Source: an optimization exercise on an open RTL-to-GDS flow (aim: small area). Production flows keep margins and buffers that such runs may drop.
In this exercise RTL edits were held to simulation tests only and were not proved equivalent to the original.
No driver is modelled on the clock port, so clock power and skew are understated where the tree is cut down; a real chip needs a root buffer or a tree.
No activity file was given, so power comes from the tool's default toggle rates.

== run 1 ==
==> flow/design.v <==
module counter(input clk, input rst, input r0, output [15:0] led, output [15:0] nq, output step);
    reg [5:0] p;
    reg [15:0] n;
    reg [15:1] l;
    assign step = (&p[3:0]) & ~r0;
    function [3:0] bcd_inc(input [3:0] d, input c);
        bcd_inc = {d[3] ^ (c & d[0] & ((d[2] & d[1]) | d[3])),
                   d[2] ^ (c & d[0] & d[1]),
                   d[1] ^ (c & d[0] & ~d[3]),
                   d[0] ^ c};
    endfunction
    wire c1 = step & n[0] & n[3];
    wire c2 = c1 & n[4] & n[7];
    wire c3 = c2 & n[8] & n[11];
    assign led = {l, n[0]} + step;
    assign nq = n;
    always @(posedge clk) begin
        if (rst) begin
            p <= 6'b001111;
            n <= 16'h1234;
            l <= 15'h2444;
        end else begin
            p <= {p[4:0], p[0] ^ p[5] ^ (p[1] & p[3])};
            n <= {bcd_inc(n[15:12], c3), bcd_inc(n[11:8], c2),
                  bcd_inc(n[7:4], c1), bcd_inc(n[3:0], step)};
            l <= led[15:1];
        end
    end
endmodule
module print_num(input clk, input rst, input [15:0] nq, output [0:3] digit, output [0:7] Seven_Seg, output r0);
    reg [2:0] q;
    always @(posedge clk) begin
        if (rst)
            q <= 3'b000;
        else
            q <= {q[1], q[0], ~(q[2] & (q[1] | q[0]))};
    end
    assign digit = {q[0] & ~q[1], q[1] & ~q[2], q[2] & q[0], q[2] & ~q[0]};
    assign r0 = ~(q[2] | q[0]);
    wire [3:0] m = ~(({4{digit[0]}} & ~nq[15:12]) | ({4{digit[1]}} & ~nq[11:8]) |
                     ({4{digit[2]}} & ~nq[7:4])   | ({4{digit[3]}} & ~nq[3:0]));
    reg [0:6] s;
    always @(*) begin
        case (m)
            4'd0: s = 7'b0000001;
            4'd1: s = 7'b1001111;
            4'd2: s = 7'b0010010;
            4'd3: s = 7'b0000110;
            4'd4: s = 7'b1001100;
            4'd5: s = 7'b0100100;
            4'd6: s = 7'b0100000;
            4'd7: s = 7'b0001111;
            4'd8: s = 7'b0000000;
            4'd9: s = 7'b0000100;
            default: s = 7'b1111111;
        endcase
    end
    assign Seven_Seg = {s, 1'b1};
endmodule
module top(clk, rst, led, digit, Seven_Seg);
    input clk;
    input rst;
    output [15:0] led;
    output [0:3] digit;
    output [0:7] Seven_Seg;
    wire [15:0] nq;
    wire step;
    wire r0;
    counter c(
        .clk(clk),
        .rst(rst),
        .r0(r0),
        .led(led),
        .nq(nq),
        .step(step)
    );
    print_num disp(
        .clk(clk),
        .rst(rst),
        .nq(nq),
        .digit(digit),
        .Seven_Seg(Seven_Seg),
        .r0(r0)
    );
endmodule
==> flow/config.mk <==
export PLATFORM = sky130hd
export DESIGN_NAME = top
export DESIGN_NICKNAME = top
export VERILOG_FILES = /design/flow/design.v
export SDC_FILE = /design/flow/constraint.sdc
export NUM_CORES = 4
export LEC_CHECK = 0
export CAP_MARGIN = 20
export CORE_AREA = 2 2 60 60
export DIE_AREA = 0 0 62 62
export SLEW_MARGIN = 20
==> flow/constraint.sdc <==
create_clock -name core_clock -period 16.0 [get_ports {clk}]
set_input_delay 3.2000 -clock core_clock [delete_from_list [all_inputs] [get_ports {clk}]]
set_output_delay 3.2000 -clock core_clock [all_outputs]
set_load 0.01 [all_outputs]
standard.sh (not shown) runs the stock make flow with config.mk's settings and CLKGATE_MAP_FILE= SYNTH_SCRIPT=/design/flow/synth_recipe.tcl, a recipe that flattens the netlist after the stock synthesis.
==> flow/flow/run.sh <==
#!/bin/bash
# Own layout flow: the standard synthesis, then a stronger area-oriented
# re-mapping of the combinational cells (flip-flops kept as they are), then the
# standard layout with small port buffers and a small clock tree.
set -euo pipefail
W=$(pwd)
R=$W/orfs/results/$FLOW_PLATFORM/top/base
YOSYS=$(command -v yosys || echo $FLOW_HOME/../tools/install/yosys/bin/yosys)
LIB=$FLOW_HOME/platforms/$FLOW_PLATFORM/lib/sky130_fd_sc_hd__tt_025C_1v80.lib

# 1. standard synthesis up to the flattened netlist
bash standard.sh $R/1_2_yosys.v > $W/synth_standard.log 2>&1
cp $R/1_2_yosys.v $W/yosys_standard.v

# 2. re-map the combinational logic
DU=""
for c in $(sed -n '/^export DONT_USE_CELLS/,/^#/p' $FLOW_HOME/platforms/$FLOW_PLATFORM/config.mk | grep -o 'sky130_fd_sc_hd__[a-z0-9_]*'); do
  DU="$DU -dont_use $c"
done
cat > $W/remap.ys <<EOT
read_liberty -ignore_miss_func $LIB
blackbox sky130_fd_sc_hd__df* sky130_fd_sc_hd__edf* sky130_fd_sc_hd__sdf* sky130_fd_sc_hd__dl* sky130_fd_sc_hd__sedf*
read_verilog $W/yosys_standard.v
hierarchy -top $FLOW_TOP
flatten
rename -hide w:_*_.*
opt_clean -purge
abc -liberty $LIB $DU -script $W/flow/remap.abc
rename -hide w:_*_.*
opt_clean -purge
hilomap -singleton -hicell sky130_fd_sc_hd__conb_1 HI -locell sky130_fd_sc_hd__conb_1 LO
insbuf -buf sky130_fd_sc_hd__buf_1 A X
stat -liberty $LIB
write_verilog -noattr -noexpr -nohex -nodec $W/yosys_remapped.v
EOT
$YOSYS -s $W/remap.ys > $W/remap.log 2>&1
# the re-mapped netlist must read back cleanly
$YOSYS -p "read_liberty -lib $LIB; read_verilog $W/yosys_remapped.v; hierarchy -top $FLOW_TOP; check -assert" > $W/remap_check.log 2>&1
cp $W/yosys_remapped.v $R/1_2_yosys.v

# 3. the rest of the standard layout
export BUFFER_PORTS_ARGS="-buffer_cell sky130_fd_sc_hd__buf_1"
export PRE_CTS_TCL=$W/flow/clock_buffers.tcl
export CLOCK_BUFFERS=2
export CLOCK_BUFFER_CELL=sky130_fd_sc_hd__clkbuf_8
#export CTS_ARGS="-sink_clustering_enable -repair_clock_nets -dont_use_dummy_load -root_buf sky130_fd_sc_hd__clkbuf_4 -buf_list sky130_fd_sc_hd__clkbuf_4 -sink_clustering_size 30 -sink_clustering_max_diameter 100"
bash standard.sh > $W/layout.log 2>&1
==> flow/flow/remap.abc <==
strash
&get -n
&deepsyn -T 30
&put
dch -f
amap
Other scripts of this flow, unchanged in this note and not shown: flow/flow/clock_buffers.tcl
The following lists how run 2 was set up differently from run 1:
Settings: GPL_TIMING_DRIVEN now 0, previously not set.
diff --git a/flow/flow/run.sh b/flow/flow/run.sh
--- a/flow/flow/run.sh
+++ b/flow/flow/run.sh
@@ -19,3 +19,8 @@
 done
-cat > $W/remap.ys <<EOT
+# one re-mapping per ABC script in flow/remap_*.abc, run side by side; the smallest is kept
+best=""
+best_area=""
+for abc in $W/flow/remap_*.abc; do
+  k=$(basename $abc .abc)
+  cat > $W/$k.ys <<EOT
 read_liberty -ignore_miss_func $LIB
@@ -27,3 +32,3 @@
 opt_clean -purge
-abc -liberty $LIB $DU -script $W/flow/remap.abc
+abc -liberty $LIB $DU -script $abc
 rename -hide w:_*_.*
@@ -32,6 +37,20 @@
 insbuf -buf sky130_fd_sc_hd__buf_1 A X
-stat -liberty $LIB
-write_verilog -noattr -noexpr -nohex -nodec $W/yosys_remapped.v
+tee -o $W/$k.stat stat -liberty $LIB
+write_verilog -noattr -noexpr -nohex -nodec $W/$k.v
 EOT
-$YOSYS -s $W/remap.ys > $W/remap.log 2>&1
+  $YOSYS -s $W/$k.ys > $W/$k.log 2>&1 &
+done
+wait
+for abc in $W/flow/remap_*.abc; do
+  k=$(basename $abc .abc)
+  area=$(grep -s "Chip area" $W/$k.stat | awk '{print $NF}' || true)
+  echo "$k $area" >> $W/remap_areas.txt
+  [[ -n "$area" && -s $W/$k.v ]] || continue
+  if [[ -z "$best" ]] || awk -v a=$area -v b=$best_area 'BEGIN { exit !(a < b) }'; then
+    best=$k
+    best_area=$area
+  fi
+done
+echo "kept $best" >> $W/remap_areas.txt
+cp $W/$best.v $W/yosys_remapped.v
 # the re-mapped netlist must read back cleanly
@@ -41,3 +60,4 @@
 # 3. the rest of the standard layout
-export BUFFER_PORTS_ARGS="-buffer_cell sky130_fd_sc_hd__buf_1"
+export PRE_GLOBAL_PLACE_TCL=$W/flow/input_buffers.tcl
+export BUFFER_PORTS_ARGS="-outputs -buffer_cell sky130_fd_sc_hd__buf_1"
 export PRE_CTS_TCL=$W/flow/clock_buffers.tcl
@@ -45,3 +65,2 @@
 export CLOCK_BUFFER_CELL=sky130_fd_sc_hd__clkbuf_8
-#export CTS_ARGS="-sink_clustering_enable -repair_clock_nets -dont_use_dummy_load -root_buf sky130_fd_sc_hd__clkbuf_4 -buf_list sky130_fd_sc_hd__clkbuf_4 -sink_clustering_size 30 -sink_clustering_max_diameter 100"
 bash standard.sh > $W/layout.log 2>&1
==> flow/flow/input_buffers.tcl (new file) <==
# Sourced by ORFS's global_place.tcl before port buffering (PRE_GLOBAL_PLACE_TCL). Removes the
# buffers synthesis left (as timing-driven global placement does), then gives the input ports
# a buffer strong enough for the reset net's fanout; buffer_ports then buffers the outputs
# (BUFFER_PORTS_ARGS -outputs) with the smallest buffer.
remove_buffers
buffer_ports -inputs -buffer_cell sky130_fd_sc_hd__buf_2
==> flow/flow/remap_a.abc (new file) <==
strash
&get -n
&deepsyn -T 30
&put
dch -f
amap
==> flow/flow/remap_b.abc (new file) <==
strash
&get -n
&deepsyn -T 30
&put
strash
dch -f -p
amap
==> flow/flow/remap_c.abc (new file) <==
strash
&get -n
&deepsyn -T 30 -S 13
&put
dch -f
amap
==> flow/flow/remap_d.abc (new file) <==
strash
&get -n
&deepsyn -T 60
&put
dch -f
amap
&get -n
&deepsyn -T 60
&put
dch -f
amap
removed: flow/flow/remap.abc
As far as cell-internal power is concerned, run 1 and run 2 perform about the same.
From run 1 to run 2 the numbers moved as follows: worst setup slack went up by 0.098 ns; design area went down by about 0.8%.
### run 2 -> run 3
diff --git a/flow/flow/run.sh b/flow/flow/run.sh
--- a/flow/flow/run.sh
+++ b/flow/flow/run.sh
@@ -19,8 +19,3 @@
 done
-# one re-mapping per ABC script in flow/remap_*.abc, run side by side; the smallest is kept
-best=""
-best_area=""
-for abc in $W/flow/remap_*.abc; do
-  k=$(basename $abc .abc)
-  cat > $W/$k.ys <<EOT
+cat > $W/remap.ys <<EOT
 read_liberty -ignore_miss_func $LIB
@@ -32,3 +27,3 @@
 opt_clean -purge
-abc -liberty $LIB $DU -script $abc
+abc -liberty $LIB $DU -script $W/flow/remap.abc
 rename -hide w:_*_.*
@@ -37,20 +32,6 @@
 insbuf -buf sky130_fd_sc_hd__buf_1 A X
-tee -o $W/$k.stat stat -liberty $LIB
-write_verilog -noattr -noexpr -nohex -nodec $W/$k.v
+stat -liberty $LIB
+write_verilog -noattr -noexpr -nohex -nodec $W/yosys_remapped.v
 EOT
-  $YOSYS -s $W/$k.ys > $W/$k.log 2>&1 &
-done
-wait
-for abc in $W/flow/remap_*.abc; do
-  k=$(basename $abc .abc)
-  area=$(grep -s "Chip area" $W/$k.stat | awk '{print $NF}' || true)
-  echo "$k $area" >> $W/remap_areas.txt
-  [[ -n "$area" && -s $W/$k.v ]] || continue
-  if [[ -z "$best" ]] || awk -v a=$area -v b=$best_area 'BEGIN { exit !(a < b) }'; then
-    best=$k
-    best_area=$area
-  fi
-done
-echo "kept $best" >> $W/remap_areas.txt
-cp $W/$best.v $W/yosys_remapped.v
+$YOSYS -s $W/remap.ys > $W/remap.log 2>&1
 # the re-mapped netlist must read back cleanly
@@ -65,2 +46,3 @@
 export CLOCK_BUFFER_CELL=sky130_fd_sc_hd__clkbuf_8
+#export CTS_ARGS="-sink_clustering_enable -repair_clock_nets -dont_use_dummy_load -root_buf sky130_fd_sc_hd__clkbuf_4 -buf_list sky130_fd_sc_hd__clkbuf_4 -sink_clustering_size 30 -sink_clustering_max_diameter 100"
 bash standard.sh > $W/layout.log 2>&1
==> flow/flow/input_buffers.tcl <==
# Sourced by ORFS's global_place.tcl before port buffering (PRE_GLOBAL_PLACE_TCL). The input
# ports get a buffer strong enough for the reset net's fanout; buffer_ports then buffers the
# outputs (BUFFER_PORTS_ARGS -outputs) with the smallest buffer.
buffer_ports -inputs -buffer_cell sky130_fd_sc_hd__buf_2
==> flow/flow/remap.abc (new file) <==
strash
&get -n
&deepsyn -T 30
&put
dch -f
amap
removed: flow/flow/remap_a.abc
removed: flow/flow/remap_b.abc
removed: flow/flow/remap_c.abc
removed: flow/flow/remap_d.abc
==> results.txt <==
Power share of the clock group ended up 0.2 points higher on run 3 than on run 2. Run 2 → run 3: critical path depth now larger, number of vias per cell shows an increase of 0.64%, hold slack has increased, maximum frequency now smaller, initial antenna violation count comparable. Looking at most common cell after layout, fill and taps aside, the sky130_fd_sc_hd__nor2_1 result is from run 2; the sky130_fd_sc_hd__dfxtp_1 one comes from run 3. Across both runs, layout overhead on the synthesized area was higher for run 3 than for run 2.
diff inputs: run 3 => run 4
==> flow/flow/input_buffers.tcl <==
# Sourced by ORFS's global_place.tcl before port buffering (PRE_GLOBAL_PLACE_TCL). Removes the
# buffers synthesis left (as timing-driven global placement does), then gives the input ports
# a buffer strong enough for the reset net's fanout; buffer_ports then buffers the outputs
# (BUFFER_PORTS_ARGS -outputs) with the smallest buffer.
remove_buffers
buffer_ports -inputs -buffer_cell sky130_fd_sc_hd__buf_2
## What came out
Every run (run 4 and run 3) finished clean.
Final worst setup slack: run 4 < run 3
On run 4: number of global-route vias before repair is 105 lower than what run 3 gave.
Delta (run 4 minus run 3): wire length the detailed router placed on met1 shows a reduction of 20 µm; path depth of the worst reg2reg path rose 2; worst-case register-to-register setup slack went down; count of cell instances traversed by the critical path shrank by about 4%.
Summary — first-pass GRT wire length, run 4 relative to run 3: lower, by 170 µm.
Relative to run 3, smallest hold slack has gone down in run 4.
Power: run 4 draws more than run 3
Delta (run 4 minus run 3): via count now smaller, post-route cell area has remained practically unchanged.
No run of this note takes its clock network from TritonCTS; it comes from the design's own scripts or RTL.

-- static timing again, ports no longer ideal --
In the flow no input, the clock included, has a driving cell. The finished layouts below were timed again as built, in two steps.
Step 1, drivers: a clkbuf_16 drives clk and a buf_2 each remaining input, both assumed.
Step 2 also shifts input and output timing later by t, the mid clock arrival at the registers, as if the neighbouring blocks saw the same clock.
Three values: no drivers, after step 1, after step 2; two values: the first two.
run	shift t [ns]	setup WS [ns]	worst setup path at the end
run 1	0.201	9.555 / 9.519 / 9.720	register to output
run 2	0.196	9.654 / 9.621 / 9.816	register to output
run 3	0.200	9.569 / 9.534 / 9.733	register to output
run 4	0.203	9.470 / 9.435 / 9.638	register to output
After both steps setup and hold are still met in every run listed.
